From an optimization exercise on the open Yosys and OpenROAD flow, aimed at small area and a short achievable clock period; shortcuts taken in it are not production practice.
No functional check of the RTL was part of any run shown here.
Power and IR drop assume default switching activity.

==> flow/design.v (outline; a module is shown in full before it is edited, if it fits) <==
// module IntegratedSystem: 1346 lines
module IntegratedSystem (A, B, C, clk);
  // ...
==> flow/run.sh <==
#!/bin/bash
# synth_recipe.tcl (not shown) runs the flow's synth.tcl, then flattens the netlist and writes it again
# the make line also repeats each setting of config.mk as NAME=value (left out here)
make -C /OpenROAD-flow-scripts/flow DESIGN_CONFIG=/design/flow/config.mk WORK_HOME=/design/flow/orfs CLKGATE_MAP_FILE= SYNTH_SCRIPT=/design/flow/synth_recipe.tcl finish
==> flow/config.mk <==
export PLATFORM = sky130hd
export DESIGN_NAME = IntegratedSystem
export DESIGN_NICKNAME = IntegratedSystem
export VERILOG_FILES = /design/flow/design.v
export SDC_FILE = /design/flow/constraint.sdc
export NUM_CORES = 4
export LEC_CHECK = 0
export CAP_MARGIN = 20
export CORE_MARGIN = 2
export CORE_UTILIZATION = 40
export SETUP_SLACK_MARGIN = 4.2
export SLEW_MARGIN = 20
==> flow/constraint.sdc <==
create_clock -name core_clock -period 6.5 [get_ports {clk}]
set_input_delay 1.3000 -clock core_clock [delete_from_list [all_inputs] [get_ports {clk}]]
set_output_delay 1.3000 -clock core_clock [all_outputs]
set_load 0.01 [all_outputs]
==> metrics.sh, run 1 <==
TIMING.MAX_SLEW.REL_SLACK_PCT=68.2
GRT_START_MAX_NET_PINS=19
CP_DATA_ARRIVAL_TIME_NS=3.32
YS.FLOP_TYPE='dfxtp_1'
WORST_R2R_STARTPOINT='r2[27]$_DFF_P_'
DETAILROUTE.WIRELENGTH.MET2_UM=11300
TYPE_OF_THE_SETUP_PATH_WITH_THE_LEAST_SLACK='reg2reg'
SHARE_OF_CELL_AREA_TAKEN_BY_MULTI_INPUT_LOGIC_GATES_PCT=50.8
NUMPLACEDINSTANCES=1307
MAX_STAGE_DELAY_CELL_WORST_PATH='fa_1'
GRT_USE_MET3_PCT=3.03
FIN_AREA_UM2=13300
POWER-TOP-GROUP='combinational cells'
COUNT_OF_INSTANCES_RESIZED_AFTER_THE_CLOCK_TREE_IS_BUILT=184
MAX-VDD-IR-DROP_mV=0.365
AVGSYNTHCELLAREA_UM2=9.99
POST_SYNTH_INSTANCE_AREA_UM2=9860
PWR.GROUP.SEQUENTIAL_mW=1.50
POST-ROUTE-MIN-PERIOD_NS=2.94
CRITPATHMAXSTAGEDELAY_NS=0.48
FINAL-MAX-SLEW-VIOLATION-COUNT=0
FINAL-HOLD-VIOLATION-COUNT=0
SYNTH_COMPOUND_AREA_SHARE_PCT=13.4
RUN_STATUS='complete, no violations'
HOLD-PATH-ENDPOINT='C[2]$_DFF_P_'
PLACEMENT_SETUP_SLACK_NS=3.41
FIN_CRIT_SH_PCT=45.3
POST_DRT_VIA_CELL_RATIO=4.99
CTS_TREE='done'
WORST-SLEW-PIN-TRANSITION_NS=0.472
POSTSYNTH.ASYNCRESETSHARE_PCT=0
POST-SYNTH-TOP-AREA-FRACTION_PCT=31.1
COMB_CELL_POWER_mW=5.66
LARGEST_REG_FLOPS=82
DR.PASS1.ITERS=5
LAYOUT.CELLS.LARGEST_CLASS='multi-input gates'
ENDPOINT_KIND='flip-flop'
FINAL.SETUP.TNS_NS=0
==> inputs of run 2 (changes only) <==
--- a/flow/design.v
+++ b/flow/design.v
@@ -15,17 +15,17 @@
   assign e_neg[g] = bx[2*g+2];
 end endgenerate
 always @(posedge clk) begin
     r1_a <= A;
     r1_one <= e_one;
     r1_two <= e_two;
     r1_neg <= e_neg;
 end
-reg [82:0] r2;
+reg [85:0] r2;
 wire pp_1;
 wire pp_2;
 wire pp_3;
 wire pp_4;
 wire pp_5;
 wire pp_6;
 wire pp_7;
 wire pp_8;
@@ -322,28 +322,16 @@
 wire s2_299;
 wire c2_300;
 wire s2_301;
 wire c2_302;
 wire s2_303;
 wire c2_304;
 wire s2_305;
 wire c2_306;
-wire s2_307;
-wire c2_308;
-wire s2_309;
-wire c2_310;
-wire s2_311;
-wire c2_312;
-wire s2_313;
-wire c2_314;
-wire s2_315;
-wire c2_316;
-wire s2_317;
-wire c2_318;
 wire s3_319;
 wire c3_320;
 wire s3_321;
 wire c3_322;
 wire s3_323;
 wire c3_324;
 wire s3_325;
 wire c3_326;
@@ -390,114 +378,114 @@
 wire s3_367;
 wire c3_368;
 wire s3_369;
 wire c3_370;
 wire s3_371;
 wire c3_372;
 wire s3_373;
 wire c3_374;
-wire s3_375;
-wire c3_376;
-wire s3_377;
-wire c3_378;
-wire s3_379;
-wire c3_380;
-wire s3_381;
-wire c3_382;
-wire s3_383;
-wire c3_384;
-wire s3_385;
-wire c3_386;
-wire s3_387;
-wire c3_388;
-wire s3_389;
-wire c3_390;
-wire s3_391;
-wire c3_392;
-wire s3_393;
-wire c3_394;
-wire s3_395;
-wire c3_396;
-wire s3_397;
-wire c3_398;
-wire s3_399;
-wire c3_400;
-wire s3_401;
-wire c3_402;
-wire s3_403;
-wire c3_404;
-wire s3_405;
-wire c3_406;
-wire s3_407;
-wire c3_408;
-wire s3_409;
-wire c3_410;
-wire s3_411;
-wire c3_412;
-wire s3_413;
-wire c3_414;
-wire s3_415;
-wire c3_416;
-wire s3_417;
-wire c3_418;
+wire g_375;
+wire p_376;
+wire g_377;
+wire p_378;
+wire g_379;
+wire p_380;
+wire g_381;
+wire p_382;
+wire g_383;
+wire p_384;
+wire g_385;
+wire p_386;
+wire g_387;
+wire p_388;
+wire g_389;
+wire p_390;
+wire g_391;
+wire p_392;
+wire g_393;
+wire p_394;
+wire g_395;
+wire p_396;
+wire g_397;
+wire p_398;
+wire g_399;
+wire p_400;
+wire g_401;
+wire p_402;
+wire g_403;
+wire p_404;
+wire g_405;
+wire p_406;
+wire g_407;
+wire p_408;
+wire g_409;
+wire p_410;
+wire g_411;
+wire p_412;
+wire g_413;
+wire p_414;
+wire g_415;
+wire p_416;
+wire g_417;
+wire p_418;
 wire g_419;
 wire p_420;
 wire g_421;
 wire p_422;
 wire g_423;
 wire p_424;
 wire g_425;
 wire p_426;
 wire g_427;
 wire p_428;
 wire g_429;
 wire p_430;
 wire g_431;
 wire p_432;
 wire g_433;
 wire p_434;
-wire g_435;
-wire p_436;
-wire g_437;
-wire p_438;
-wire g_439;
-wire p_440;
-wire g_441;
-wire p_442;
-wire g_443;
-wire p_444;
-wire g_445;
-wire p_446;
-wire g_447;
-wire p_448;
-wire g_449;
-wire p_450;
-wire g_451;
-wire p_452;
-wire g_453;
-wire p_454;
-wire g_455;
-wire p_456;
-wire g_457;
-wire p_458;
-wire g_459;
-wire p_460;
-wire g_461;
-wire p_462;
-wire g_463;
-wire p_464;
-wire g_465;
-wire p_466;
-wire g_467;
-wire p_468;
-wire g_469;
-wire p_470;
-wire g_471;
-wire p_472;
+wire G_435;
+wire P_436;
+wire G_437;
+wire P_438;
+wire G_439;
+wire P_440;
+wire G_441;
+wire P_442;
+wire G_443;
+wire P_444;
+wire G_445;
+wire P_446;
+wire G_447;
+wire P_448;
+wire G_449;
+wire P_450;
+wire G_451;
+wire P_452;
+wire G_453;
+wire P_454;
+wire G_455;
+wire P_456;
+wire G_457;
+wire P_458;
+wire G_459;
+wire P_460;
+wire G_461;
+wire P_462;
+wire G_463;
+wire P_464;
+wire G_465;
+wire P_466;
+wire G_467;
+wire P_468;
+wire G_469;
+wire P_470;
+wire G_471;
+wire P_472;
 wire G_473;
 wire P_474;
 wire G_475;
 wire P_476;
 wire G_477;
 wire P_478;
 wire G_479;
 wire P_480;
@@ -592,58 +580,45 @@
 wire G_569;
 wire P_570;
 wire G_571;
 wire P_572;
 wire G_573;
 wire P_574;
 wire G_575;
 wire P_576;
-wire G_577;
-wire P_578;
-wire G_579;
-wire P_580;
-wire G_581;
-wire P_582;
-wire G_583;
-wire P_584;
-wire G_585;
-wire P_586;
-wire G_587;
-wire P_588;
-wire G_589;
-wire P_590;
-wire G_591;
-wire P_592;
+wire sum_577;
+wire sum_578;
+wire sum_579;
+wire sum_580;
+wire sum_581;
+wire sum_582;
+wire sum_583;
+wire sum_584;
+wire sum_585;
+wire sum_586;
+wire sum_587;
+wire sum_588;
+wire sum_589;
+wire sum_590;
+wire sum_591;
+wire sum_592;
 wire sum_593;
 wire sum_594;
 wire sum_595;
 wire sum_596;
 wire sum_597;
 wire sum_598;
 wire sum_599;
 wire sum_600;
 wire sum_601;
 wire sum_602;
 wire sum_603;
 wire sum_604;
 wire sum_605;
-wire sum_606;
-wire sum_607;
-wire sum_608;
-wire sum_609;
-wire sum_610;
-wire sum_611;
-wire sum_612;
-wire sum_613;
-wire sum_614;
-wire sum_615;
-wire sum_616;
-wire sum_617;
-wire sum_618;
 assign pp_1 = (r1_one[0] & r1_a[0]) ^ r1_neg[0];
 assign pp_2 = ((r1_one[0] & r1_a[1]) | (r1_two[0] & r1_a[0])) ^ r1_neg[0];
 assign pp_3 = ((r1_one[0] & r1_a[2]) | (r1_two[0] & r1_a[1])) ^ r1_neg[0];
 assign pp_4 = ((r1_one[0] & r1_a[3]) | (r1_two[0] & r1_a[2])) ^ r1_neg[0];
 assign pp_5 = ((r1_one[0] & r1_a[4]) | (r1_two[0] & r1_a[3])) ^ r1_neg[0];
 assign pp_6 = ((r1_one[0] & r1_a[5]) | (r1_two[0] & r1_a[4])) ^ r1_neg[0];
 assign pp_7 = ((r1_one[0] & r1_a[6]) | (r1_two[0] & r1_a[5])) ^ r1_neg[0];
 assign pp_8 = ((r1_one[0] & r1_a[7]) | (r1_two[0] & r1_a[6])) ^ r1_neg[0];
@@ -940,407 +915,385 @@
 assign s2_299 = pp_116 ^ pp_131 ^ s2_255;
 assign c2_300 = (pp_116 & pp_131) | (pp_116 & s2_255) | (pp_131 & s2_255);
 assign s2_301 = ~pp_102 ^ pp_117 ^ pp_132;
 assign c2_302 = (~pp_102 & pp_117) | (~pp_102 & pp_132) | (pp_117 & pp_132);
 assign s2_303 = 1'b1 ^ pp_118;
 assign c2_304 = 1'b1 & pp_118;
 assign s2_305 = r1_neg[0] ^ pp_1;
 assign c2_306 = r1_neg[0] & pp_1;
-assign s2_307 = pp_2 ^ c2_306;
-assign c2_308 = pp_2 & c2_306;
-assign s2_309 = r1_neg[1] ^ pp_3 ^ pp_18;
-assign c2_310 = (r1_neg[1] & pp_3) | (r1_neg[1] & pp_18) | (pp_3 & pp_18);
-assign s2_311 = s2_309 ^ c2_308;
-assign c2_312 = s2_309 & c2_308;
-assign s2_313 = pp_4 ^ pp_19 ^ c2_310;
-assign c2_314 = (pp_4 & pp_19) | (pp_4 & c2_310) | (pp_19 & c2_310);
-assign s2_315 = c2_312 ^ s2_313;
-assign c2_316 = c2_312 & s2_313;
-assign s2_317 = pp_20 ^ pp_35 ^ s2_257;
-assign c2_318 = (pp_20 & pp_35) | (pp_20 & s2_257) | (pp_35 & s2_257);
-assign s3_319 = r2[7] ^ r2[8];
-assign c3_320 = r2[7] & r2[8];
-assign s3_321 = r2[11] ^ r2[12];
-assign c3_322 = r2[11] & r2[12];
-assign s3_323 = r2[14] ^ r2[15];
-assign c3_324 = r2[14] & r2[15];
-assign s3_325 = r2[17] ^ r2[18];
-assign c3_326 = r2[17] & r2[18];
-assign s3_327 = r2[20] ^ r2[21];
-assign c3_328 = r2[20] & r2[21];
-assign s3_329 = r2[23] ^ r2[24];
-assign c3_330 = r2[23] & r2[24];
-assign s3_331 = r2[26] ^ r2[27];
-assign c3_332 = r2[26] & r2[27];
-assign s3_333 = r2[29] ^ r2[30];
-assign c3_334 = r2[29] & r2[30];
-assign s3_335 = r2[32] ^ r2[33];
-assign c3_336 = r2[32] & r2[33];
-assign s3_337 = r2[35] ^ r2[36];
-assign c3_338 = r2[35] & r2[36];
-assign s3_339 = r2[38] ^ r2[39];
-assign c3_340 = r2[38] & r2[39];
-assign s3_341 = r2[41] ^ r2[42];
-assign c3_342 = r2[41] & r2[42];
-assign s3_343 = r2[44] ^ r2[45];
-assign c3_344 = r2[44] & r2[45];
-assign s3_345 = r2[47] ^ r2[48];
-assign c3_346 = r2[47] & r2[48];
-assign s3_347 = r2[50] ^ r2[51];
-assign c3_348 = r2[50] & r2[51];
-assign s3_349 = r2[53] ^ r2[54];
-assign c3_350 = r2[53] & r2[54];
-assign s3_351 = r2[56] ^ r2[57];
-assign c3_352 = r2[56] & r2[57];
-assign s3_353 = r2[59] ^ r2[60];
-assign c3_354 = r2[59] & r2[60];
-assign s3_355 = r2[62] ^ r2[63];
-assign c3_356 = r2[62] & r2[63];
-assign s3_357 = r2[65] ^ r2[66];
-assign c3_358 = r2[65] & r2[66];
-assign s3_359 = r2[68] ^ r2[69];
-assign c3_360 = r2[68] & r2[69];
-assign s3_361 = r2[71] ^ r2[72];
-assign c3_362 = r2[71] & r2[72];
-assign s3_363 = r2[74] ^ r2[75];
-assign c3_364 = r2[74] & r2[75];
-assign s3_365 = r2[77] ^ r2[78];
-assign c3_366 = r2[77] & r2[78];
-assign s3_367 = r2[4] ^ r2[5];
-assign c3_368 = r2[4] & r2[5];
-assign s3_369 = r2[9] ^ r2[10] ^ s3_319;
-assign c3_370 = (r2[9] & r2[10]) | (r2[9] & s3_319) | (r2[10] & s3_319);
-assign s3_371 = r2[13] ^ c3_320 ^ s3_321;
-assign c3_372 = (r2[13] & c3_320) | (r2[13] & s3_321) | (c3_320 & s3_321);
-assign s3_373 = r2[16] ^ c3_322 ^ s3_323;
-assign c3_374 = (r2[16] & c3_322) | (r2[16] & s3_323) | (c3_322 & s3_323);
-assign s3_375 = r2[19] ^ c3_324 ^ s3_325;
-assign c3_376 = (r2[19] & c3_324) | (r2[19] & s3_325) | (c3_324 & s3_325);
-assign s3_377 = r2[22] ^ c3_326 ^ s3_327;
-assign c3_378 = (r2[22] & c3_326) | (r2[22] & s3_327) | (c3_326 & s3_327);
-assign s3_379 = r2[25] ^ c3_328 ^ s3_329;
-assign c3_380 = (r2[25] & c3_328) | (r2[25] & s3_329) | (c3_328 & s3_329);
-assign s3_381 = r2[28] ^ c3_330 ^ s3_331;
-assign c3_382 = (r2[28] & c3_330) | (r2[28] & s3_331) | (c3_330 & s3_331);
-assign s3_383 = r2[31] ^ c3_332 ^ s3_333;
-assign c3_384 = (r2[31] & c3_332) | (r2[31] & s3_333) | (c3_332 & s3_333);
-assign s3_385 = r2[34] ^ c3_334 ^ s3_335;
-assign c3_386 = (r2[34] & c3_334) | (r2[34] & s3_335) | (c3_334 & s3_335);
-assign s3_387 = r2[37] ^ c3_336 ^ s3_337;
-assign c3_388 = (r2[37] & c3_336) | (r2[37] & s3_337) | (c3_336 & s3_337);
-assign s3_389 = r2[40] ^ c3_338 ^ s3_339;
-assign c3_390 = (r2[40] & c3_338) | (r2[40] & s3_339) | (c3_338 & s3_339);
-assign s3_391 = r2[43] ^ c3_340 ^ s3_341;
-assign c3_392 = (r2[43] & c3_340) | (r2[43] & s3_341) | (c3_340 & s3_341);
-assign s3_393 = r2[46] ^ c3_342 ^ s3_343;
-assign c3_394 = (r2[46] & c3_342) | (r2[46] & s3_343) | (c3_342 & s3_343);
-assign s3_395 = r2[49] ^ c3_344 ^ s3_345;
-assign c3_396 = (r2[49] & c3_344) | (r2[49] & s3_345) | (c3_344 & s3_345);
-assign s3_397 = r2[52] ^ c3_346 ^ s3_347;
-assign c3_398 = (r2[52] & c3_346) | (r2[52] & s3_347) | (c3_346 & s3_347);
-assign s3_399 = r2[55] ^ c3_348 ^ s3_349;
-assign c3_400 = (r2[55] & c3_348) | (r2[55] & s3_349) | (c3_348 & s3_349);
-assign s3_401 = r2[58] ^ c3_350 ^ s3_351;
-assign c3_402 = (r2[58] & c3_350) | (r2[58] & s3_351) | (c3_350 & s3_351);
-assign s3_403 = r2[61] ^ c3_352 ^ s3_353;
-assign c3_404 = (r2[61] & c3_352) | (r2[61] & s3_353) | (c3_352 & s3_353);
-assign s3_405 = r2[64] ^ c3_354 ^ s3_355;
-assign c3_406 = (r2[64] & c3_354) | (r2[64] & s3_355) | (c3_354 & s3_355);
-assign s3_407 = r2[67] ^ c3_356 ^ s3_357;
-assign c3_408 = (r2[67] & c3_356) | (r2[67] & s3_357) | (c3_356 & s3_357);
-assign s3_409 = r2[70] ^ c3_358 ^ s3_359;
-assign c3_410 = (r2[70] & c3_358) | (r2[70] & s3_359) | (c3_358 & s3_359);
-assign s3_411 = r2[73] ^ c3_360 ^ s3_361;
-assign c3_412 = (r2[73] & c3_360) | (r2[73] & s3_361) | (c3_360 & s3_361);
-assign s3_413 = r2[76] ^ c3_362 ^ s3_363;
-assign c3_414 = (r2[76] & c3_362) | (r2[76] & s3_363) | (c3_362 & s3_363);
-assign s3_415 = r2[79] ^ c3_364 ^ s3_365;
-assign c3_416 = (r2[79] & c3_364) | (r2[79] & s3_365) | (c3_364 & s3_365);
-assign s3_417 = 1'b1 ^ r2[81] ^ c3_366;
-assign c3_418 = (1'b1 & r2[81]) | (1'b1 & c3_366) | (r2[81] & c3_366);
-assign g_419 = s3_367 & r2[6];
-assign p_420 = s3_367 ^ r2[6];
-assign g_421 = c3_368 & s3_369;
-assign p_422 = c3_368 ^ s3_369;
-assign g_423 = c3_370 & s3_371;
-assign p_424 = c3_370 ^ s3_371;
-assign g_425 = c3_372 & s3_373;
-assign p_426 = c3_372 ^ s3_373;
-assign g_427 = c3_374 & s3_375;
-assign p_428 = c3_374 ^ s3_375;
-assign g_429 = c3_376 & s3_377;
-assign p_430 = c3_376 ^ s3_377;
-assign g_431 = c3_378 & s3_379;
-assign p_432 = c3_378 ^ s3_379;
-assign g_433 = c3_380 & s3_381;
-assign p_434 = c3_380 ^ s3_381;
-assign g_435 = c3_382 & s3_383;
-assign p_436 = c3_382 ^ s3_383;
-assign g_437 = c3_384 & s3_385;
-assign p_438 = c3_384 ^ s3_385;
-assign g_439 = c3_386 & s3_387;
-assign p_440 = c3_386 ^ s3_387;
-assign g_441 = c3_388 & s3_389;
-assign p_442 = c3_388 ^ s3_389;
-assign g_443 = c3_390 & s3_391;
-assign p_444 = c3_390 ^ s3_391;
-assign g_445 = c3_392 & s3_393;
-assign p_446 = c3_392 ^ s3_393;
-assign g_447 = c3_394 & s3_395;
-assign p_448 = c3_394 ^ s3_395;
-assign g_449 = c3_396 & s3_397;
-assign p_450 = c3_396 ^ s3_397;
-assign g_451 = c3_398 & s3_399;
-assign p_452 = c3_398 ^ s3_399;
-assign g_453 = c3_400 & s3_401;
-assign p_454 = c3_400 ^ s3_401;
-assign g_455 = c3_402 & s3_403;
-assign p_456 = c3_402 ^ s3_403;
-assign g_457 = c3_404 & s3_405;
-assign p_458 = c3_404 ^ s3_405;
-assign g_459 = c3_406 & s3_407;
-assign p_460 = c3_406 ^ s3_407;
-assign g_461 = c3_408 & s3_409;
-assign p_462 = c3_408 ^ s3_409;
-assign g_463 = c3_410 & s3_411;
-assign p_464 = c3_410 ^ s3_411;
-assign g_465 = c3_412 & s3_413;
-assign p_466 = c3_412 ^ s3_413;
-assign g_467 = c3_414 & s3_415;
-assign p_468 = c3_414 ^ s3_415;
-assign g_469 = c3_416 & s3_417;
-assign p_470 = c3_416 ^ s3_417;
-assign g_471 = c3_418 & r2[82];
-assign p_472 = c3_418 ^ r2[82];
-assign G_473 = g_421 | (p_422 & g_419);
-assign P_474 = p_422 & p_420;
-assign G_475 = g_425 | (p_426 & g_423);
-assign P_476 = p_426 & p_424;
-assign G_477 = g_429 | (p_430 & g_427);
-assign P_478 = p_430 & p_428;
-assign G_479 = g_433 | (p_434 & g_431);
-assign P_480 = p_434 & p_432;
-assign G_481 = g_437 | (p_438 & g_435);
-assign P_482 = p_438 & p_436;
-assign G_483 = g_441 | (p_442 & g_439);
-assign P_484 = p_442 & p_440;
-assign G_485 = g_445 | (p_446 & g_443);
-assign P_486 = p_446 & p_444;
-assign G_487 = g_449 | (p_450 & g_447);
-assign P_488 = p_450 & p_448;
-assign G_489 = g_453 | (p_454 & g_451);
-assign P_490 = p_454 & p_452;
-assign G_491 = g_457 | (p_458 & g_455);
-assign P_492 = p_458 & p_456;
-assign G_493 = g_461 | (p_462 & g_459);
-assign P_494 = p_462 & p_460;
-assign G_495 = g_465 | (p_466 & g_463);
-assign P_496 = p_466 & p_464;
-assign G_497 = g_469 | (p_470 & g_467);
-assign P_498 = p_470 & p_468;
-assign G_499 = g_423 | (p_424 & G_473);
-assign P_500 = p_424 & P_474;
-assign G_501 = G_475 | (P_476 & G_473);
-assign P_502 = P_476 & P_474;
-assign G_503 = g_431 | (p_432 & G_477);
-assign P_504 = p_432 & P_478;
-assign G_505 = G_479 | (P_480 & G_477);
-assign P_506 = P_480 & P_478;
-assign G_507 = g_439 | (p_440 & G_481);
-assign P_508 = p_440 & P_482;
-assign G_509 = G_483 | (P_484 & G_481);
-assign P_510 = P_484 & P_482;
-assign G_511 = g_447 | (p_448 & G_485);
-assign P_512 = p_448 & P_486;
-assign G_513 = G_487 | (P_488 & G_485);
-assign P_514 = P_488 & P_486;
-assign G_515 = g_455 | (p_456 & G_489);
-assign P_516 = p_456 & P_490;
-assign G_517 = G_491 | (P_492 & G_489);
-assign P_518 = P_492 & P_490;
-assign G_519 = g_463 | (p_464 & G_493);
-assign P_520 = p_464 & P_494;
-assign G_521 = G_495 | (P_496 & G_493);
-assign P_522 = P_496 & P_494;
-assign G_523 = g_471 | (p_472 & G_497);
-assign P_524 = p_472 & P_498;
-assign G_525 = g_427 | (p_428 & G_501);
-assign P_526 = p_428 & P_502;
-assign G_527 = G_477 | (P_478 & G_501);
-assign P_528 = P_478 & P_502;
-assign G_529 = G_503 | (P_504 & G_501);
-assign P_530 = P_504 & P_502;
-assign G_531 = G_505 | (P_506 & G_501);
-assign P_532 = P_506 & P_502;
-assign G_533 = g_443 | (p_444 & G_509);
-assign P_534 = p_444 & P_510;
-assign G_535 = G_485 | (P_486 & G_509);
-assign P_536 = P_486 & P_510;
-assign G_537 = G_511 | (P_512 & G_509);
-assign P_538 = P_512 & P_510;
-assign G_539 = G_513 | (P_514 & G_509);
-assign P_540 = P_514 & P_510;
-assign G_541 = g_459 | (p_460 & G_517);
-assign P_542 = p_460 & P_518;
-assign G_543 = G_493 | (P_494 & G_517);
-assign P_544 = P_494 & P_518;
-assign G_545 = G_519 | (P_520 & G_517);
-assign P_546 = P_520 & P_518;
-assign G_547 = G_521 | (P_522 & G_517);
-assign P_548 = P_522 & P_518;
-assign G_549 = g_435 | (p_436 & G_531);
-assign P_550 = p_436 & P_532;
-assign G_551 = G_481 | (P_482 & G_531);
-assign P_552 = P_482 & P_532;
-assign G_553 = G_507 | (P_508 & G_531);
-assign P_554 = P_508 & P_532;
-assign G_555 = G_509 | (P_510 & G_531);
-assign P_556 = P_510 & P_532;
-assign G_557 = G_533 | (P_534 & G_531);
-assign P_558 = P_534 & P_532;
-assign G_559 = G_535 | (P_536 & G_531);
-assign P_560 = P_536 & P_532;
-assign G_561 = G_537 | (P_538 & G_531);
-assign P_562 = P_538 & P_532;
-assign G_563 = G_539 | (P_540 & G_531);
-assign P_564 = P_540 & P_532;
-assign G_565 = g_467 | (p_468 & G_547);
-assign P_566 = p_468 & P_548;
-assign G_567 = G_497 | (P_498 & G_547);
-assign P_568 = P_498 & P_548;
-assign G_569 = G_523 | (P_524 & G_547);
-assign P_570 = P_524 & P_548;
-assign G_571 = g_451 | (p_452 & G_563);
-assign P_572 = p_452 & P_564;
-assign G_573 = G_489 | (P_490 & G_563);
-assign P_574 = P_490 & P_564;
-assign G_575 = G_515 | (P_516 & G_563);
-assign P_576 = P_516 & P_564;
-assign G_577 = G_517 | (P_518 & G_563);
-assign P_578 = P_518 & P_564;
-assign G_579 = G_541 | (P_542 & G_563);
-assign P_580 = P_542 & P_564;
-assign G_581 = G_543 | (P_544 & G_563);
-assign P_582 = P_544 & P_564;
-assign G_583 = G_545 | (P_546 & G_563);
-assign P_584 = P_546 & P_564;
-assign G_585 = G_547 | (P_548 & G_563);
-assign P_586 = P_548 & P_564;
-assign G_587 = G_565 | (P_566 & G_563);
-assign P_588 = P_566 & P_564;
-assign G_589 = G_567 | (P_568 & G_563);
-assign P_590 = P_568 & P_564;
-assign G_591 = G_569 | (P_570 & G_563);
-assign P_592 = P_570 & P_564;
-assign sum_593 = p_422 ^ g_419;
-assign sum_594 = p_424 ^ G_473;
-assign sum_595 = p_426 ^ G_499;
-assign sum_596 = p_428 ^ G_501;
-assign sum_597 = p_430 ^ G_525;
-assign sum_598 = p_432 ^ G_527;
-assign sum_599 = p_434 ^ G_529;
-assign sum_600 = p_436 ^ G_531;
-assign sum_601 = p_438 ^ G_549;
-assign sum_602 = p_440 ^ G_551;
-assign sum_603 = p_442 ^ G_553;
-assign sum_604 = p_444 ^ G_555;
-assign sum_605 = p_446 ^ G_557;
-assign sum_606 = p_448 ^ G_559;
-assign sum_607 = p_450 ^ G_561;
-assign sum_608 = p_452 ^ G_563;
-assign sum_609 = p_454 ^ G_571;
-assign sum_610 = p_456 ^ G_573;
-assign sum_611 = p_458 ^ G_575;
-assign sum_612 = p_460 ^ G_577;
-assign sum_613 = p_462 ^ G_579;
-assign sum_614 = p_464 ^ G_581;
-assign sum_615 = p_466 ^ G_583;
-assign sum_616 = p_468 ^ G_585;
-assign sum_617 = p_470 ^ G_587;
-assign sum_618 = p_472 ^ G_589;
-wire [30:0] fsum = {sum_618, sum_617, sum_616, sum_615, sum_614, sum_613, sum_612, sum_611, sum_610, sum_609, sum_608, sum_607, sum_606, sum_605, sum_604, sum_603, sum_602, sum_601, sum_600, sum_599, sum_598, sum_597, sum_596, sum_595, sum_594, sum_593, p_420, r2[3], r2[2], r2[1], r2[0]};
+assign s3_319 = r2[3] ^ r2[4];
+assign c3_320 = r2[3] & r2[4];
+assign s3_321 = r2[6] ^ r2[7];
+assign c3_322 = r2[6] & r2[7];
+assign s3_323 = r2[8] ^ r2[9] ^ r2[10];
+assign c3_324 = (r2[8] & r2[9]) | (r2[8] & r2[10]) | (r2[9] & r2[10]);
+assign s3_325 = r2[11] ^ r2[12] ^ r2[13];
+assign c3_326 = (r2[11] & r2[12]) | (r2[11] & r2[13]) | (r2[12] & r2[13]);
+assign s3_327 = r2[14] ^ r2[15] ^ r2[16];
+assign c3_328 = (r2[14] & r2[15]) | (r2[14] & r2[16]) | (r2[15] & r2[16]);
+assign s3_329 = r2[17] ^ r2[18] ^ r2[19];
+assign c3_330 = (r2[17] & r2[18]) | (r2[17] & r2[19]) | (r2[18] & r2[19]);
+assign s3_331 = r2[20] ^ r2[21] ^ r2[22];
+assign c3_332 = (r2[20] & r2[21]) | (r2[20] & r2[22]) | (r2[21] & r2[22]);
+assign s3_333 = r2[23] ^ r2[24] ^ r2[25];
+assign c3_334 = (r2[23] & r2[24]) | (r2[23] & r2[25]) | (r2[24] & r2[25]);
+assign s3_335 = r2[26] ^ r2[27] ^ r2[28];
+assign c3_336 = (r2[26] & r2[27]) | (r2[26] & r2[28]) | (r2[27] & r2[28]);
+assign s3_337 = r2[29] ^ r2[30] ^ r2[31];
+assign c3_338 = (r2[29] & r2[30]) | (r2[29] & r2[31]) | (r2[30] & r2[31]);
+assign s3_339 = r2[32] ^ r2[33] ^ r2[34];
+assign c3_340 = (r2[32] & r2[33]) | (r2[32] & r2[34]) | (r2[33] & r2[34]);
+assign s3_341 = r2[35] ^ r2[36] ^ r2[37];
+assign c3_342 = (r2[35] & r2[36]) | (r2[35] & r2[37]) | (r2[36] & r2[37]);
+assign s3_343 = r2[38] ^ r2[39] ^ r2[40];
+assign c3_344 = (r2[38] & r2[39]) | (r2[38] & r2[40]) | (r2[39] & r2[40]);
+assign s3_345 = r2[41] ^ r2[42] ^ r2[43];
+assign c3_346 = (r2[41] & r2[42]) | (r2[41] & r2[43]) | (r2[42] & r2[43]);
+assign s3_347 = r2[44] ^ r2[45] ^ r2[46];
+assign c3_348 = (r2[44] & r2[45]) | (r2[44] & r2[46]) | (r2[45] & r2[46]);
+assign s3_349 = r2[47] ^ r2[48] ^ r2[49];
+assign c3_350 = (r2[47] & r2[48]) | (r2[47] & r2[49]) | (r2[48] & r2[49]);
+assign s3_351 = r2[50] ^ r2[51] ^ r2[52];
+assign c3_352 = (r2[50] & r2[51]) | (r2[50] & r2[52]) | (r2[51] & r2[52]);
+assign s3_353 = r2[53] ^ r2[54] ^ r2[55];
+assign c3_354 = (r2[53] & r2[54]) | (r2[53] & r2[55]) | (r2[54] & r2[55]);
+assign s3_355 = r2[56] ^ r2[57] ^ r2[58];
+assign c3_356 = (r2[56] & r2[57]) | (r2[56] & r2[58]) | (r2[57] & r2[58]);
+assign s3_357 = r2[59] ^ r2[60] ^ r2[61];
+assign c3_358 = (r2[59] & r2[60]) | (r2[59] & r2[61]) | (r2[60] & r2[61]);
+assign s3_359 = r2[62] ^ r2[63] ^ r2[64];
+assign c3_360 = (r2[62] & r2[63]) | (r2[62] & r2[64]) | (r2[63] & r2[64]);
+assign s3_361 = r2[65] ^ r2[66] ^ r2[67];
+assign c3_362 = (r2[65] & r2[66]) | (r2[65] & r2[67]) | (r2[66] & r2[67]);
+assign s3_363 = r2[68] ^ r2[69] ^ r2[70];
+assign c3_364 = (r2[68] & r2[69]) | (r2[68] & r2[70]) | (r2[69] & r2[70]);
+assign s3_365 = r2[71] ^ r2[72] ^ r2[73];
+assign c3_366 = (r2[71] & r2[72]) | (r2[71] & r2[73]) | (r2[72] & r2[73]);
+assign s3_367 = r2[74] ^ r2[75] ^ r2[76];
+assign c3_368 = (r2[74] & r2[75]) | (r2[74] & r2[76]) | (r2[75] & r2[76]);
+assign s3_369 = r2[77] ^ r2[78] ^ r2[79];
+assign c3_370 = (r2[77] & r2[78]) | (r2[77] & r2[79]) | (r2[78] & r2[79]);
+assign s3_371 = r2[80] ^ r2[81] ^ r2[82];
+assign c3_372 = (r2[80] & r2[81]) | (r2[80] & r2[82]) | (r2[81] & r2[82]);
+assign s3_373 = 1'b1 ^ r2[84];
+assign c3_374 = 1'b1 & r2[84];
+assign g_375 = r2[1] & r2[2];
+assign p_376 = r2[1] ^ r2[2];
+assign g_377 = s3_319 & r2[5];
+assign p_378 = s3_319 ^ r2[5];
+assign g_379 = c3_320 & s3_321;
+assign p_380 = c3_320 ^ s3_321;
+assign g_381 = c3_322 & s3_323;
+assign p_382 = c3_322 ^ s3_323;
+assign g_383 = c3_324 & s3_325;
+assign p_384 = c3_324 ^ s3_325;
+assign g_385 = c3_326 & s3_327;
+assign p_386 = c3_326 ^ s3_327;
+assign g_387 = c3_328 & s3_329;
+assign p_388 = c3_328 ^ s3_329;
+assign g_389 = c3_330 & s3_331;
+assign p_390 = c3_330 ^ s3_331;
+assign g_391 = c3_332 & s3_333;
+assign p_392 = c3_332 ^ s3_333;
+assign g_393 = c3_334 & s3_335;
+assign p_394 = c3_334 ^ s3_335;
+assign g_395 = c3_336 & s3_337;
+assign p_396 = c3_336 ^ s3_337;
+assign g_397 = c3_338 & s3_339;
+assign p_398 = c3_338 ^ s3_339;
+assign g_399 = c3_340 & s3_341;
+assign p_400 = c3_340 ^ s3_341;
+assign g_401 = c3_342 & s3_343;
+assign p_402 = c3_342 ^ s3_343;
+assign g_403 = c3_344 & s3_345;
+assign p_404 = c3_344 ^ s3_345;
+assign g_405 = c3_346 & s3_347;
+assign p_406 = c3_346 ^ s3_347;
+assign g_407 = c3_348 & s3_349;
+assign p_408 = c3_348 ^ s3_349;
+assign g_409 = c3_350 & s3_351;
+assign p_410 = c3_350 ^ s3_351;
+assign g_411 = c3_352 & s3_353;
+assign p_412 = c3_352 ^ s3_353;
+assign g_413 = c3_354 & s3_355;
+assign p_414 = c3_354 ^ s3_355;
+assign g_415 = c3_356 & s3_357;
+assign p_416 = c3_356 ^ s3_357;
+assign g_417 = c3_358 & s3_359;
+assign p_418 = c3_358 ^ s3_359;
+assign g_419 = c3_360 & s3_361;
+assign p_420 = c3_360 ^ s3_361;
+assign g_421 = c3_362 & s3_363;
+assign p_422 = c3_362 ^ s3_363;
+assign g_423 = c3_364 & s3_365;
+assign p_424 = c3_364 ^ s3_365;
+assign g_425 = c3_366 & s3_367;
+assign p_426 = c3_366 ^ s3_367;
+assign g_427 = c3_368 & s3_369;
+assign p_428 = c3_368 ^ s3_369;
+assign g_429 = c3_370 & s3_371;
+assign p_430 = c3_370 ^ s3_371;
+assign g_431 = c3_372 & s3_373;
+assign p_432 = c3_372 ^ s3_373;
+assign g_433 = c3_374 & r2[85];
+assign p_434 = c3_374 ^ r2[85];
+assign G_435 = g_377 | (p_378 & g_375);
+assign P_436 = p_378 & p_376;
+assign G_437 = g_381 | (p_382 & g_379);
+assign P_438 = p_382 & p_380;
+assign G_439 = g_385 | (p_386 & g_383);
+assign P_440 = p_386 & p_384;
+assign G_441 = g_389 | (p_390 & g_387);
+assign P_442 = p_390 & p_388;
+assign G_443 = g_393 | (p_394 & g_391);
+assign P_444 = p_394 & p_392;
+assign G_445 = g_397 | (p_398 & g_395);
+assign P_446 = p_398 & p_396;
+assign G_447 = g_401 | (p_402 & g_399);
+assign P_448 = p_402 & p_400;
+assign G_449 = g_405 | (p_406 & g_403);
+assign P_450 = p_406 & p_404;
+assign G_451 = g_409 | (p_410 & g_407);
+assign P_452 = p_410 & p_408;
+assign G_453 = g_413 | (p_414 & g_411);
+assign P_454 = p_414 & p_412;
+assign G_455 = g_417 | (p_418 & g_415);
+assign P_456 = p_418 & p_416;
+assign G_457 = g_421 | (p_422 & g_419);
+assign P_458 = p_422 & p_420;
+assign G_459 = g_425 | (p_426 & g_423);
+assign P_460 = p_426 & p_424;
+assign G_461 = g_429 | (p_430 & g_427);
+assign P_462 = p_430 & p_428;
+assign G_463 = g_433 | (p_434 & g_431);
+assign P_464 = p_434 & p_432;
+assign G_465 = g_379 | (p_380 & G_435);
+assign P_466 = p_380 & P_436;
+assign G_467 = G_437 | (P_438 & G_435);
+assign P_468 = P_438 & P_436;
+assign G_469 = g_387 | (p_388 & G_439);
+assign P_470 = p_388 & P_440;
+assign G_471 = G_441 | (P_442 & G_439);
+assign P_472 = P_442 & P_440;
+assign G_473 = g_395 | (p_396 & G_443);
+assign P_474 = p_396 & P_444;
+assign G_475 = G_445 | (P_446 & G_443);
+assign P_476 = P_446 & P_444;
+assign G_477 = g_403 | (p_404 & G_447);
+assign P_478 = p_404 & P_448;
+assign G_479 = G_449 | (P_450 & G_447);
+assign P_480 = P_450 & P_448;
+assign G_481 = g_411 | (p_412 & G_451);
+assign P_482 = p_412 & P_452;
+assign G_483 = G_453 | (P_454 & G_451);
+assign P_484 = P_454 & P_452;
+assign G_485 = g_419 | (p_420 & G_455);
+assign P_486 = p_420 & P_456;
+assign G_487 = G_457 | (P_458 & G_455);
+assign P_488 = P_458 & P_456;
+assign G_489 = g_427 | (p_428 & G_459);
+assign P_490 = p_428 & P_460;
+assign G_491 = G_461 | (P_462 & G_459);
+assign P_492 = P_462 & P_460;
+assign G_493 = g_383 | (p_384 & G_467);
+assign P_494 = p_384 & P_468;
+assign G_495 = G_439 | (P_440 & G_467);
+assign P_496 = P_440 & P_468;
+assign G_497 = G_469 | (P_470 & G_467);
+assign P_498 = P_470 & P_468;
+assign G_499 = G_471 | (P_472 & G_467);
+assign P_500 = P_472 & P_468;
+assign G_501 = g_399 | (p_400 & G_475);
+assign P_502 = p_400 & P_476;
+assign G_503 = G_447 | (P_448 & G_475);
+assign P_504 = P_448 & P_476;
+assign G_505 = G_477 | (P_478 & G_475);
+assign P_506 = P_478 & P_476;
+assign G_507 = G_479 | (P_480 & G_475);
+assign P_508 = P_480 & P_476;
+assign G_509 = g_415 | (p_416 & G_483);
+assign P_510 = p_416 & P_484;
+assign G_511 = G_455 | (P_456 & G_483);
+assign P_512 = P_456 & P_484;
+assign G_513 = G_485 | (P_486 & G_483);
+assign P_514 = P_486 & P_484;
+assign G_515 = G_487 | (P_488 & G_483);
+assign P_516 = P_488 & P_484;
+assign G_517 = g_431 | (p_432 & G_491);
+assign P_518 = p_432 & P_492;
+assign G_519 = G_463 | (P_464 & G_491);
+assign P_520 = P_464 & P_492;
+assign G_521 = g_391 | (p_392 & G_499);
+assign P_522 = p_392 & P_500;
+assign G_523 = G_443 | (P_444 & G_499);
+assign P_524 = P_444 & P_500;
+assign G_525 = G_473 | (P_474 & G_499);
+assign P_526 = P_474 & P_500;
+assign G_527 = G_475 | (P_476 & G_499);
+assign P_528 = P_476 & P_500;
+assign G_529 = G_501 | (P_502 & G_499);
+assign P_530 = P_502 & P_500;
+assign G_531 = G_503 | (P_504 & G_499);
+assign P_532 = P_504 & P_500;
+assign G_533 = G_505 | (P_506 & G_499);
+assign P_534 = P_506 & P_500;
+assign G_535 = G_507 | (P_508 & G_499);
+assign P_536 = P_508 & P_500;
+assign G_537 = g_423 | (p_424 & G_515);
+assign P_538 = p_424 & P_516;
+assign G_539 = G_459 | (P_460 & G_515);
+assign P_540 = P_460 & P_516;
+assign G_541 = G_489 | (P_490 & G_515);
+assign P_542 = P_490 & P_516;
+assign G_543 = G_491 | (P_492 & G_515);
+assign P_544 = P_492 & P_516;
+assign G_545 = G_517 | (P_518 & G_515);
+assign P_546 = P_518 & P_516;
+assign G_547 = G_519 | (P_520 & G_515);
+assign P_548 = P_520 & P_516;
+assign G_549 = g_407 | (p_408 & G_535);
+assign P_550 = p_408 & P_536;
+assign G_551 = G_451 | (P_452 & G_535);
+assign P_552 = P_452 & P_536;
+assign G_553 = G_481 | (P_482 & G_535);
+assign P_554 = P_482 & P_536;
+assign G_555 = G_483 | (P_484 & G_535);
+assign P_556 = P_484 & P_536;
+assign G_557 = G_509 | (P_510 & G_535);
+assign P_558 = P_510 & P_536;
+assign G_559 = G_511 | (P_512 & G_535);
+assign P_560 = P_512 & P_536;
+assign G_561 = G_513 | (P_514 & G_535);
+assign P_562 = P_514 & P_536;
+assign G_563 = G_515 | (P_516 & G_535);
+assign P_564 = P_516 & P_536;
+assign G_565 = G_537 | (P_538 & G_535);
+assign P_566 = P_538 & P_536;
+assign G_567 = G_539 | (P_540 & G_535);
+assign P_568 = P_540 & P_536;
+assign G_569 = G_541 | (P_542 & G_535);
+assign P_570 = P_542 & P_536;
+assign G_571 = G_543 | (P_544 & G_535);
+assign P_572 = P_544 & P_536;
+assign G_573 = G_545 | (P_546 & G_535);
+assign P_574 = P_546 & P_536;
+assign G_575 = G_547 | (P_548 & G_535);
+assign P_576 = P_548 & P_536;
+assign sum_577 = p_378 ^ g_375;
+assign sum_578 = p_380 ^ G_435;
+assign sum_579 = p_382 ^ G_465;
+assign sum_580 = p_384 ^ G_467;
+assign sum_581 = p_386 ^ G_493;
+assign sum_582 = p_388 ^ G_495;
+assign sum_583 = p_390 ^ G_497;
+assign sum_584 = p_392 ^ G_499;
+assign sum_585 = p_394 ^ G_521;
+assign sum_586 = p_396 ^ G_523;
+assign sum_587 = p_398 ^ G_525;
+assign sum_588 = p_400 ^ G_527;
+assign sum_589 = p_402 ^ G_529;
+assign sum_590 = p_404 ^ G_531;
+assign sum_591 = p_406 ^ G_533;
+assign sum_592 = p_408 ^ G_535;
+assign sum_593 = p_410 ^ G_549;
+assign sum_594 = p_412 ^ G_551;
+assign sum_595 = p_414 ^ G_553;
+assign sum_596 = p_416 ^ G_555;
+assign sum_597 = p_418 ^ G_557;
+assign sum_598 = p_420 ^ G_559;
+assign sum_599 = p_422 ^ G_561;
+assign sum_600 = p_424 ^ G_563;
+assign sum_601 = p_426 ^ G_565;
+assign sum_602 = p_428 ^ G_567;
+assign sum_603 = p_430 ^ G_569;
+assign sum_604 = p_432 ^ G_571;
+assign sum_605 = p_434 ^ G_573;
+wire [30:0] fsum = {sum_605, sum_604, sum_603, sum_602, sum_601, sum_600, sum_599, sum_598, sum_597, sum_596, sum_595, sum_594, sum_593, sum_592, sum_591, sum_590, sum_589, sum_588, sum_587, sum_586, sum_585, sum_584, sum_583, sum_582, sum_581, sum_580, sum_579, sum_578, sum_577, p_376, r2[0]};
 always @(posedge clk) begin
     r2[0] <= s2_305;
-    r2[1] <= s2_307;
-    r2[2] <= s2_311;
-    r2[3] <= s2_315;
-    r2[4] <= s2_317;
-    r2[5] <= c2_314;
-    r2[6] <= c2_316;
-    r2[7] <= pp_36;
-    r2[8] <= c2_258;
-    r2[9] <= s2_259;
-    r2[10] <= c2_318;
-    r2[11] <= c2_260;
-    r2[12] <= s2_185;
-    r2[13] <= s2_261;
-    r2[14] <= s2_187;
-    r2[15] <= c2_262;
-    r2[16] <= s2_263;
-    r2[17] <= s2_189;
-    r2[18] <= c2_264;
-    r2[19] <= s2_265;
-    r2[20] <= s2_193;
-    r2[21] <= c2_266;
-    r2[22] <= s2_267;
-    r2[23] <= s2_199;
-    r2[24] <= c2_268;
-    r2[25] <= s2_269;
-    r2[26] <= s2_203;
-    r2[27] <= c2_270;
-    r2[28] <= s2_271;
-    r2[29] <= s2_207;
-    r2[30] <= c2_272;
-    r2[31] <= s2_273;
-    r2[32] <= s2_211;
-    r2[33] <= c2_274;
-    r2[34] <= s2_275;
-    r2[35] <= s2_215;
-    r2[36] <= c2_276;
-    r2[37] <= s2_277;
-    r2[38] <= s2_219;
-    r2[39] <= c2_278;
-    r2[40] <= s2_279;
-    r2[41] <= s2_223;
-    r2[42] <= c2_280;
-    r2[43] <= s2_281;
-    r2[44] <= s2_227;
-    r2[45] <= c2_282;
-    r2[46] <= s2_283;
-    r2[47] <= s2_231;
-    r2[48] <= c2_284;
-    r2[49] <= s2_285;
-    r2[50] <= s2_235;
-    r2[51] <= c2_286;
-    r2[52] <= s2_287;
-    r2[53] <= s2_239;
-    r2[54] <= c2_288;
-    r2[55] <= s2_289;
-    r2[56] <= c2_240;
-    r2[57] <= c2_290;
-    r2[58] <= s2_291;
-    r2[59] <= c2_244;
-    r2[60] <= s2_293;
-    r2[61] <= c2_292;
-    r2[62] <= c2_248;
-    r2[63] <= s2_295;
-    r2[64] <= c2_294;
-    r2[65] <= s2_253;
-    r2[66] <= s2_297;
-    r2[67] <= c2_296;
-    r2[68] <= c2_254;
-    r2[69] <= s2_299;
-    r2[70] <= c2_298;
-    r2[71] <= c2_256;
-    r2[72] <= s2_301;
-    r2[73] <= c2_300;
-    r2[74] <= pp_133;
-    r2[75] <= s2_303;
-    r2[76] <= c2_302;
-    r2[77] <= ~pp_119;
-    r2[78] <= pp_134;
-    r2[79] <= c2_304;
-    r2[81] <= pp_135;
-    r2[82] <= ~pp_136;
+    r2[1] <= pp_2;
+    r2[2] <= c2_306;
+    r2[3] <= r1_neg[1];
+    r2[4] <= pp_3;
+    r2[5] <= pp_18;
+    r2[6] <= pp_4;
+    r2[7] <= pp_19;
+    r2[8] <= s2_257;
+    r2[9] <= pp_20;
+    r2[10] <= pp_35;
+    r2[11] <= c2_258;
+    r2[12] <= s2_259;
+    r2[13] <= pp_36;
+    r2[14] <= c2_260;
+    r2[15] <= s2_261;
+    r2[16] <= s2_185;
+    r2[17] <= c2_262;
+    r2[18] <= s2_263;
+    r2[19] <= s2_187;
+    r2[20] <= c2_264;
+    r2[21] <= s2_265;
+    r2[22] <= s2_189;
+    r2[23] <= c2_266;
+    r2[24] <= s2_267;
+    r2[25] <= s2_193;
+    r2[26] <= c2_268;
+    r2[27] <= s2_269;
+    r2[28] <= s2_199;
+    r2[29] <= c2_270;
+    r2[30] <= s2_271;
+    r2[31] <= s2_203;
+    r2[32] <= c2_272;
+    r2[33] <= s2_273;
+    r2[34] <= s2_207;
+    r2[35] <= c2_274;
+    r2[36] <= s2_275;
+    r2[37] <= s2_211;
+    r2[38] <= c2_276;
+    r2[39] <= s2_277;
+    r2[40] <= s2_215;
+    r2[41] <= c2_278;
+    r2[42] <= s2_279;
+    r2[43] <= s2_219;
+    r2[44] <= c2_280;
+    r2[45] <= s2_281;
+    r2[46] <= s2_223;
+    r2[47] <= c2_282;
+    r2[48] <= s2_283;
+    r2[49] <= s2_227;
+    r2[50] <= c2_284;
+    r2[51] <= s2_285;
+    r2[52] <= s2_231;
+    r2[53] <= c2_286;
+    r2[54] <= s2_287;
+    r2[55] <= s2_235;
+    r2[56] <= c2_288;
+    r2[57] <= s2_289;
+    r2[58] <= s2_239;
+    r2[59] <= c2_290;
+    r2[60] <= s2_291;
+    r2[61] <= c2_240;
+    r2[62] <= c2_292;
+    r2[63] <= s2_293;
+    r2[64] <= c2_244;
+    r2[65] <= c2_294;
+    r2[66] <= s2_295;
+    r2[67] <= c2_248;
+    r2[68] <= c2_296;
+    r2[69] <= s2_297;
+    r2[70] <= s2_253;
+    r2[71] <= c2_298;
+    r2[72] <= s2_299;
+    r2[73] <= c2_254;
+    r2[74] <= c2_300;
+    r2[75] <= s2_301;
+    r2[76] <= c2_256;
+    r2[77] <= c2_302;
+    r2[78] <= s2_303;
+    r2[79] <= pp_133;
+    r2[80] <= c2_304;
+    r2[81] <= ~pp_119;
+    r2[82] <= pp_134;
+    r2[84] <= pp_135;
+    r2[85] <= ~pp_136;
     C <= fsum;
 end
 endmodule
==> flow/config.mk (replaced) <==
export PLATFORM = sky130hd
export DESIGN_NAME = IntegratedSystem
export DESIGN_NICKNAME = IntegratedSystem
export VERILOG_FILES = /design/flow/design.v
export SDC_FILE = /design/flow/constraint.sdc
export NUM_CORES = 4
export LEC_CHECK = 0
export ABC_CLOCK_PERIOD_IN_PS = 2000
export CAP_MARGIN = 20
export CORE_MARGIN = 2
export CORE_UTILIZATION = 40
export SETUP_SLACK_MARGIN = 4.2
export SLEW_MARGIN = 20
==> run 2 against run 1 <==
Via count down 11%. Design area down 10%. Die area down 5.6%. Clock-buffer cell count up 1. Fmax up 7.8%. Flip-flop and latch count up 3. Hold slack better by 0.0031 ns. Sequential power about the same. First-iteration DRC count down 1.6%. Highest routed layer unchanged. Worst setup slack better by 0.21 ns. Clock power up 8%.
==> metrics.sh, run 2 <==
DRIVE_ABOVE_1_SHARE_PCT=30.4  # was 34.5%
FINAL_GP_CONGESTION=0.806  # was 0.860
SYNTH_FP_NETS=1056  # was 1,186
WORST-SLEW-PIN-TRANSITION_NS=0.359  # was 0.472 ns
ANTENNA_VIOLATIONS_BEFORE_REPAIR=0  # unchanged
SYN_INST=882  # was 987
PLACEMENT_ROWS=55  # was 57
HOLD_BUFS_INSERTED_AFTER_CTS=0  # unchanged
LAYOUT.CELLS.MOST_COMMON_LIST='xnor2_1, dfxtp_1, a22oi_1'  # was inv_1, buf_4, xnor2_1
REGISTER_BIT_COUNT_REPORTED_BY_YOSYS=156  # was 153
GLOBALROUTETOTALUTIL_PCT=19.6  # was 18.5%
GRT_START_MAX_NET_PINS=19  # unchanged
DESIGN.CORE.AREA_UM2=22700  # was 24,200 um2
FMAX_MHz=366  # was 340 MHz
CLKLATENCYLATEPIN_NS=0.43  # about the same
SYNTH.TOP_CELLS.BY_AREA='dfxtp_1, fa_1, xnor2_1, a22oi_1, ha_1'  # was dfxtp_1, fa_1, xnor2_1, ha_1, a22oi_1
FIN_CRIT_SH_PCT=42.0  # was 45.3%
DR.PASS1.ITERS=5  # unchanged
CTS.PATH.MAX_BUFFERS=2  # unchanged
POST-ROUTE-MIN-PERIOD_NS=2.73  # was 2.94 ns
COMMONEST_NON_FILL_NON_TAP_CELL_IN_THE_LAYOUT='xnor2_1'  # was inv_1
MIN-DELAY-PATH-CLASS='reg2reg'  # unchanged
LARGEST_REG_FLOPS=85  # was 82
NETS=1147  # was 1,336
TIMING.MAX_SLEW.REL_SLACK_PCT=76.0  # was 68.2%
SETUP_REPAIR_AFTER_GLOBAL_ROUTING_MISSED_ITS_MARGIN='true'  # unchanged
SYNTH_XOR_AREA_SHARE_PCT=15.3  # was 14.2%
IO_PINS=64  # unchanged
TYPE_OF_THE_SETUP_PATH_WITH_THE_LEAST_SLACK='reg2reg'  # unchanged
NUMBER_OF_GLOBAL_ROUTE_VIAS_BEFORE_REPAIR=6946  # was 6,979
GRT_OVERFLOW_TOTAL=0  # unchanged
FLOORPLAN.INITIALDENSITY_PCT=40.9  # was 40.7%
POST_DRT_VIA_CELL_RATIO=5.16  # was 4.99
SYNTH_COMMONEST_CELLS='dfxtp_1, xnor2_1, a22oi_1, fa_1, inv_1'  # was inv_1, dfxtp_1, xnor2_1, a22oi_1, fa_1
PLACEMENT_SETUP_SLACK_NS=3.45  # was 3.41 ns
YS.FLOP_TYPE='dfxtp_1'  # unchanged
YOSYS.AREA_SHARE.SIMPLE_PCT=3.61  # was 3.76%
FINAL-HOLD-VIOLATION-COUNT=0  # unchanged
DRT-TOTAL-WL_UM=22500  # was 24,800 um
MAX-VDD-IR-DROP_mV=0.297  # was 0.365 mV
ROUTE.DETAILED.DRC=0  # unchanged
HPWL_UM=14900  # was 15,700 um
HOLD_SLACK_NS=0.331  # was 0.328 ns
ANTENNA_CELLS_INSERTED=0  # unchanged
EDFF_COUNT_SYNTH=0  # unchanged
FIN_AREA_UM2=12000  # was 13,300 um2
POSTSYNTH.ASYNCRESETSHARE_PCT=0  # unchanged
POST_SYNTH_INSTANCE_AREA_UM2=9300  # was 9860 um2
CP_MAX_FO=4  # was 3
SINKS_ON_THE_CLOCK_NET=156  # was 153
ROOT_BUFFER='clkbuf_16'  # unchanged
DETAIL_ROUTE.WL_PER_CELL_UM=17.7  # was 16.8 um
TOTAL_CLOCK_BUFFERS_CREATED_BY_CTS=17  # unchanged
FIN_WORST_SKEW_NS=0.0130  # was 0.0117 ns
VIAS=6553  # was 7,358
WORST_SETUP_START_KIND='flip-flop'  # unchanged
ENDPOINT_KIND='flip-flop'  # unchanged
FINAL-MAX-SLEW-VIOLATION-COUNT=0  # unchanged
POWER-PER-CELL-AREA_nW_PER_UM2=543  # was 610 nW/um2
CLOCK_TREE.HTREE_LEVEL_COUNT=4  # unchanged
FINAL.SETUP.TNS_NS=0  # unchanged
POST-SYNTH-TOP-AREA-CELL='dfxtp_1'  # unchanged
LARGEST_REGISTER='r2'  # unchanged
CRITICAL_PATH_REQUIRED_NS=6.83  # was 6.87 ns
REPORT.FINAL.SETUP_VIOL=0  # unchanged
DR.FIRST_ITER.DRC_COUNT=478  # was 486
SEQ_AREA_FRAC_SYNTH_PCT=33.6  # was 31.1%
IO_BUFFERS=63  # unchanged
LARGEST_REGISTERS='r2: 85 flops, C: 31 flops, r1_a: 16 flops'  # was r2: 82 flops, C: 31 flops, r1_a: 16 flops
CAP_VIOLATIONS=0  # unchanged
LEAK_nW=4.90  # was 5.73 nW
POSTLAYOUTSETUPSLACKWORST_NS=3.77  # was 3.56 ns
SYNTHMUXAREASHARE_PCT=0.121  # was 0.216%
CTS_TREE='done'  # unchanged
MOST_NUMEROUS_CELL_IN_THE_YOSYS_NETLIST='dfxtp_1'  # was inv_1
AVGSYNTHCELLAREA_UM2=10.5  # was 9.99 um2
POST_DRT_ANTENNA_NETS=0  # unchanged
RUN_STATUS='complete, no violations'  # unchanged
YS_WARNINGS=1  # unchanged
DIEWIDTH_UM=156  # was 161 um
DIE-AREA_UM2=24500  # was 25,900 um2
PLACE_AREA_UM2=10300  # was 11,000 um2
POST-SYNTH-TOP-AREA-FRACTION_PCT=33.6  # was 31.1%
DIEHEIGHT_UM=156  # was 161 um
SYN_TO_FINAL_GROWTH_PCT=28.8  # was 35.0%
SYNTH_FA_HA_AREA_SHARE_PCT=26.4  # was 28.2%
YOSYS.CELL_TYPES.COUNT=42  # was 45
COMBINATIONAL_FAMILY_WITH_THE_MOST_AREA_AFTER_SYNTHESIS='adder cells'  # unchanged
CP_DATA_ARRIVAL_TIME_NS=3.06  # was 3.32 ns
CLKSLEWWORSTSETUPHOLDPATHS_NS=0.07  # was 0.06 ns
WIRE_LENGTH_OF_THE_FIRST_GLOBAL_ROUTING_PASS_UM=36700  # was 37,600 um
SYNTH_COMPOUND_AREA_SHARE_PCT=14.5  # was 13.4%
==> run 2: path summary, 6_finish.rpt <==
kind / slack [ns] / cells past startpoint / end / start
setup / recovery: 3.77 / 10 / C[27]$_DFF_P_ / r2[14]$_DFF_P_
hold / removal: 0.33 / 0 / C[0]$_DFF_P_ / r2[0]$_DFF_P_
setup reg to reg: 3.77 / 10 / C[27]$_DFF_P_ / r2[14]$_DFF_P_
hold reg to reg: 0.33 / 0 / C[0]$_DFF_P_ / r2[0]$_DFF_P_
==> run 2: power by group <==
group	internal [mW]	total, mW	switching [mW]
combinational	1.96	3.93	1.97
sequential	1.34	1.53	0.197
clock	0.630	1.04	0.410
==> run 2: kinds of logic (layout without fill, tap and decap cells) <==
| logic type | after synthesis | count (layout) |
|---|---|---|
| AO/OA/AOI/OAI | 190 | 190 |
| XOR/XNOR | 162 | 162 |
| buffers and inverters | 161 | 265 |
| flip-flops | 156 | 156 |
| adder cells (fa/ha/maj) | 141 | 141 |
| AND/OR/NAND/NOR | 71 | 71 |
| multiplexers | 1 | 1 |
==> run 2: layout make-up <==
cell class / count / area, um2
repair buffers: 144 / 1230
well taps: 285 / 357
clock buffers: 21 / 460
multi-input cells: 565 / 6160
fillers: 1993 / 10700
flip-flops and latches: 156 / 3270
clock inverters: 11 / 156
inverters: 89 / 335
==> run 2: timing repair <==
action | 4_1_cts | 5_1_grt
endpoints found under the setup margin | 92 | 61
resized for setup | 182 | 80
pin swaps | 33 | 43
buffers inserted | 69 | 10
==> run 2: through the flow <==
stage               power (mW)  std cells  util (%)
floorplan                 4.04        882         -
global placement          4.85       1160      45.2
detailed placement        4.92       1160      45.2
CTS                       6.30       1261      51.8
global route              7.13       1271      52.7
finish                    6.50       1271      52.7
==> run 2: critical path, cell delays in order (launching register included) <==
cell and delay, ns:
dfxtp_2 0.33, fa_1 0.52, ha_4 0.29, o211ai_1 0.09
o211ai_1 0.31, a21oi_2 0.10, buf_6 0.14, or2_4 0.26
a21oi_4 0.20, nor3_2 0.07, a311o_1 0.31
==> run 2: metal layers <==
layer	part of all wire, %	vias up	track usage (%)
met5	0	-	0
met4	3.4	0	8.17
met3	3.7	54	3.54
met2	49	158	33.7
met1	44	3232	24.4
li1	-	3109	-
==> inputs of run 3 (changes only) <==
--- a/flow/config.mk
+++ b/flow/config.mk
@@ -7,3 +7,2 @@
 export LEC_CHECK = 0
-export ABC_CLOCK_PERIOD_IN_PS = 2000
 export CAP_MARGIN = 20
@@ -11,3 +10,3 @@
 export CORE_UTILIZATION = 40
-export SETUP_SLACK_MARGIN = 4.2
+export SETUP_SLACK_MARGIN = 3.9
 export SLEW_MARGIN = 20
==> run 3 against run 2 <==
Clock skew decreased by 0.0048 ns. Die area stayed put. Global-route usage shrank 1.2 points. First-iteration DRC count grew 13%. Non-clock buffer count fell by 51. Critical path depth unchanged. Synthesized cell count is the same. Worst setup slack lost 0.018 ns.
==> metrics.sh, run 3 <==
RUN_STATUS='complete, no violations'  # unchanged
CTS.PATH.MAX_BUFFERS=2  # unchanged
HPWL_UM=14400  # was 14,900 um
TIMING.REG2REG.SETUP_SLACK_NS=3.75  # was 3.77 ns
HOLD_BUFS_INSERTED_AFTER_CTS=0  # unchanged
CP_MAX_FO=4  # unchanged
POST-SYNTH-TOP-AREA-CELL='dfxtp_1'  # unchanged
WORSTREGTOREGCELLS=10  # unchanged
FINAL-MAX-SLEW-VIOLATION-COUNT=0  # unchanged
WORST_R2R_ENDPOINT='C[27]$_DFF_P_'  # unchanged
NUMBER_OF_GLOBAL_ROUTE_VIAS_BEFORE_REPAIR=6564  # was 6,946
POST-ROUTE-MIN-PERIOD_NS=2.75  # was 2.73 ns
SETUP.WORST_PATH.START='r2[16]$_DFF_P_'  # was r2[14]$_DFF_P_
CRITPATHMAXSTAGEDELAY_NS=0.52  # about the same
IO_PINS=64  # unchanged
WIRE_LENGTH_OF_THE_FIRST_GLOBAL_ROUTING_PASS_UM=34900  # was 36,700 um
MOST_NUMEROUS_CELL_IN_THE_YOSYS_NETLIST='dfxtp_1'  # unchanged
ANTENNA_VIOLATIONS_BEFORE_REPAIR=0  # unchanged
FMAX_MHz=364  # was 366 MHz
REPORT.FINAL.SETUP_VIOL=0  # unchanged
GRT_OVERFLOW_TOTAL=0  # unchanged
DR.MAX_LAYER_USED='met4'  # unchanged
DETAILROUTE.WIRELENGTH.MET2_UM=10100  # was 11,100 um
TIMING.HOLD.WORST.START='r2[0]$_DFF_P_'  # unchanged
LARGEST_REG_FLOPS=85  # unchanged
DIEHEIGHT_UM=156  # unchanged
WORST_R2R_STARTPOINT='r2[16]$_DFF_P_'  # was r2[14]$_DFF_P_
GRT_START_MAX_NET_PINS=19  # unchanged
ROUTEDLENGTHMET1_UM=9580  # was 9810 um
DR.FIRST_ITER.DRC_COUNT=538  # was 478
WORST-SLEW-PIN-TRANSITION_NS=0.397  # was 0.359 ns
SEQ_AREA_FRAC_SYNTH_PCT=33.6  # unchanged
CRITICAL_PATH.CELL_CHAIN='fa_1 -> ha_4 -> o211ai_1 -> o211ai_1 -> a21oi_2 -> buf_6 -> or2_4 -> a21oi_4 -> nor3_2 -> a311o_1'  # unchanged
MAX-VDD-IR-DROP_mV=0.288  # was 0.297 mV
POST-ROUTE-UTIL_PCT=49.7  # was 52.7%
PLACEMENT_ROWS=55  # unchanged
CLKLATENCYLATEPIN_NS=0.43  # about the same
ANTENNA_CELLS_INSERTED=0  # unchanged
FIN_AREA_UM2=11300  # was 12,000 um2
DESIGN.CORE.AREA_UM2=22700  # unchanged
DETAIL_ROUTE.WL_PER_CELL_UM=17.4  # was 17.7 um
COMMONEST_NON_FILL_NON_TAP_CELL_IN_THE_LAYOUT='xnor2_1'  # unchanged
FIN_CRIT_SH_PCT=42.3  # was 42.0%
SETUP_REPAIR_AFTER_GLOBAL_ROUTING_MISSED_ITS_MARGIN='true'  # unchanged
SYNTH.TOP_CELLS.BY_AREA='dfxtp_1, fa_1, xnor2_1, a22oi_1, ha_1'  # unchanged
ROOT_BUFFER='clkbuf_16'  # unchanged
POST_DRT_VIA_CELL_RATIO=5.19  # was 5.16
DIE-AREA_UM2=24500  # unchanged
PLACEMENT_SETUP_SLACK_NS=3.30  # was 3.45 ns
IO_BUFFERS=63  # unchanged
YOSYS.CELL_TYPES.COUNT=42  # unchanged
TOTAL_CLOCK_BUFFERS_CREATED_BY_CTS=17  # unchanged
CLOCK_TREE.HTREE_LEVEL_COUNT=4  # unchanged
ROUTE.DETAILED.DRC=0  # unchanged
DIEWIDTH_UM=156  # unchanged
DETAILROUTE.WIRELENGTH.MET3_UM=1250  # was 827 um
PATH_BUF_INV=1  # unchanged
CLKSLEWWORSTSETUPHOLDPATHS_NS=0.07  # about the same
NETS=1096  # was 1,147
LAYOUT.CELLS.MOST_COMMON_LIST='xnor2_1, dfxtp_1, a22oi_1'  # unchanged
GLOBALROUTETOTALUTIL_PCT=18.4  # was 19.6%
YS_WARNINGS=1  # unchanged
POST-SYNTH-TOP-AREA-FRACTION_PCT=33.6  # unchanged
WORST_SETUP_START_KIND='flip-flop'  # unchanged
CRITICAL_PATH_REQUIRED_NS=6.82  # was 6.83 ns
REGISTER_BIT_COUNT_REPORTED_BY_YOSYS=156  # unchanged
LEAK_nW=4.81  # was 4.90 nW
LARGEST_REGISTER='r2'  # unchanged
SYNTH_COMMONEST_CELLS='dfxtp_1, xnor2_1, a22oi_1, fa_1, inv_1'  # unchanged
POWER-PER-CELL-AREA_nW_PER_UM2=569  # was 543 nW/um2
SYNTH_FP_NETS=1056  # unchanged
==> run 3: cell count changes in the layout (fill, tap and decap cells not counted), moves of 7 or more <==
cell             before  now
xnor2_2              12    1
dfxtp_4              38   18
a22oi_1              84  121
clkdlybuf4s15_1       9    0
dfxtp_1             112  125
a22oi_2              37    0
fa_2                 21    0
buf_4                68   26
dfxtp_2               6   13
dlymetal6s2s_1        0   25
xnor2_1             118  129
clkbuf_2             16    0
fa_1                 71   92
==> run 3: power breakdown <==
group / total (mW) / leakage [nW] / switching (mW) / internal, mW
Clock: 1.09 / 0.321 / 0.423 / 0.664
Combinational: 3.83 / 3.16 / 1.92 / 1.91
Sequential: 1.52 / 1.32 / 0.180 / 1.34
==> run 3: timing repair <==
action,4_1_cts,5_1_grt
setup buffers,11,8
setup endpoints to repair,38,49
pin swaps,18,21
resized for setup,62,56
==> run 3: worst register-to-register path, delay by kind of cell (launching register included) <==
family / cells / cell delay [ns]
compound gates: 5 / 1.06
flops: 1 / 0.32
fa+ha+maj: 2 / 0.81
simple gates: 2 / 0.31
buf+inv: 1 / 0.15
==> run 3: worst min path at each step <==
stage / end / slack, ns / cells after the start
2_1_floorplan: C[0]$_DFF_P_ / 0.31 / 0
3_3_place_gp: C[0]$_DFF_P_ / 0.31 / 0
3_5_place_dp: C[0]$_DFF_P_ / 0.31 / 0
4_1_cts: C[0]$_DFF_P_ / 0.33 / 0
5_1_grt: C[0]$_DFF_P_ / 0.33 / 0
6_report: C[0]$_DFF_P_ / 0.32 / 0
==> run 3: cells by family (layout without fill, tap and decap cells) <==
logic type	count (synthesis)	after routing	synth area share, %
AO/OA/AOI/OAI	190	190	14.5
multiplexers	1	1	0.121
XOR/XNOR	162	162	15.3
adder cells (fa/ha/maj)	141	141	26.4
buffers and inverters	161	214	6.50
flip-flops	156	156	33.6
AND/OR/NAND/NOR	71	71	3.61
==> run 3: per-layer routing <==
layer	track usage, %	vias to the layer above
li1	-	3007
met3	3.79	20
met5	0	-
met1	25.2	3116
met2	29.4	194
met4	5.85	0
==> run 3: area by class of cell <==
| class | instances | area, um2 |
|---|---|---|
| clock buffers | 18 | 439 |
| clock inverters | 14 | 208 |
| fillers | 2063 | 11400 |
| inverters | 89 | 335 |
| multi-input cells | 565 | 5820 |
| flip-flops and latches | 156 | 3210 |
| well taps | 285 | 357 |
| repair buffers | 93 | 932 |
==> run 3: metrics by stage <==
stage / hold slack, ns / cells / total power [mW]
3_3_place_gp: 0.314 / 1169 / 4.77
6_report: 0.324 / 1220 / 6.43
2_1_floorplan: 0.310 / 882 / 3.94
5_1_grt: 0.334 / 1220 / 7.05
3_5_place_dp: 0.314 / 1169 / 4.82
4_1_cts: 0.329 / 1212 / 6.38

separate check: timing with driven ports:
In the flow no input, the clock included, has a driving cell. The finished layouts below were timed again as built, in two steps. Step 1: set_driving_cell puts a clkbuf_16 on clk and a buf_2 on each other input, an assumption about the parent block. Step 2 times the ports against the registers' clock, not the clock port: input delays grow and output delays shrink by t, the midpoint of the rising clock arrivals with the driver on. Three values: no drivers, after step 1, after step 2; two values: the first two.
run	t (ns)	setup slack, ns	worst hold slack (ns)
run 1	0.466	3.556 / 3.556 / 3.556	0.328 / 0.328 / 0.328
run 2	0.474	3.770 / 3.770 / 3.770	0.331 / 0.331 / 0.331
run 3	0.470	3.752 / 3.752 / 3.752	0.324 / 0.324 / 0.324
After both steps setup and hold are still met in every run listed.
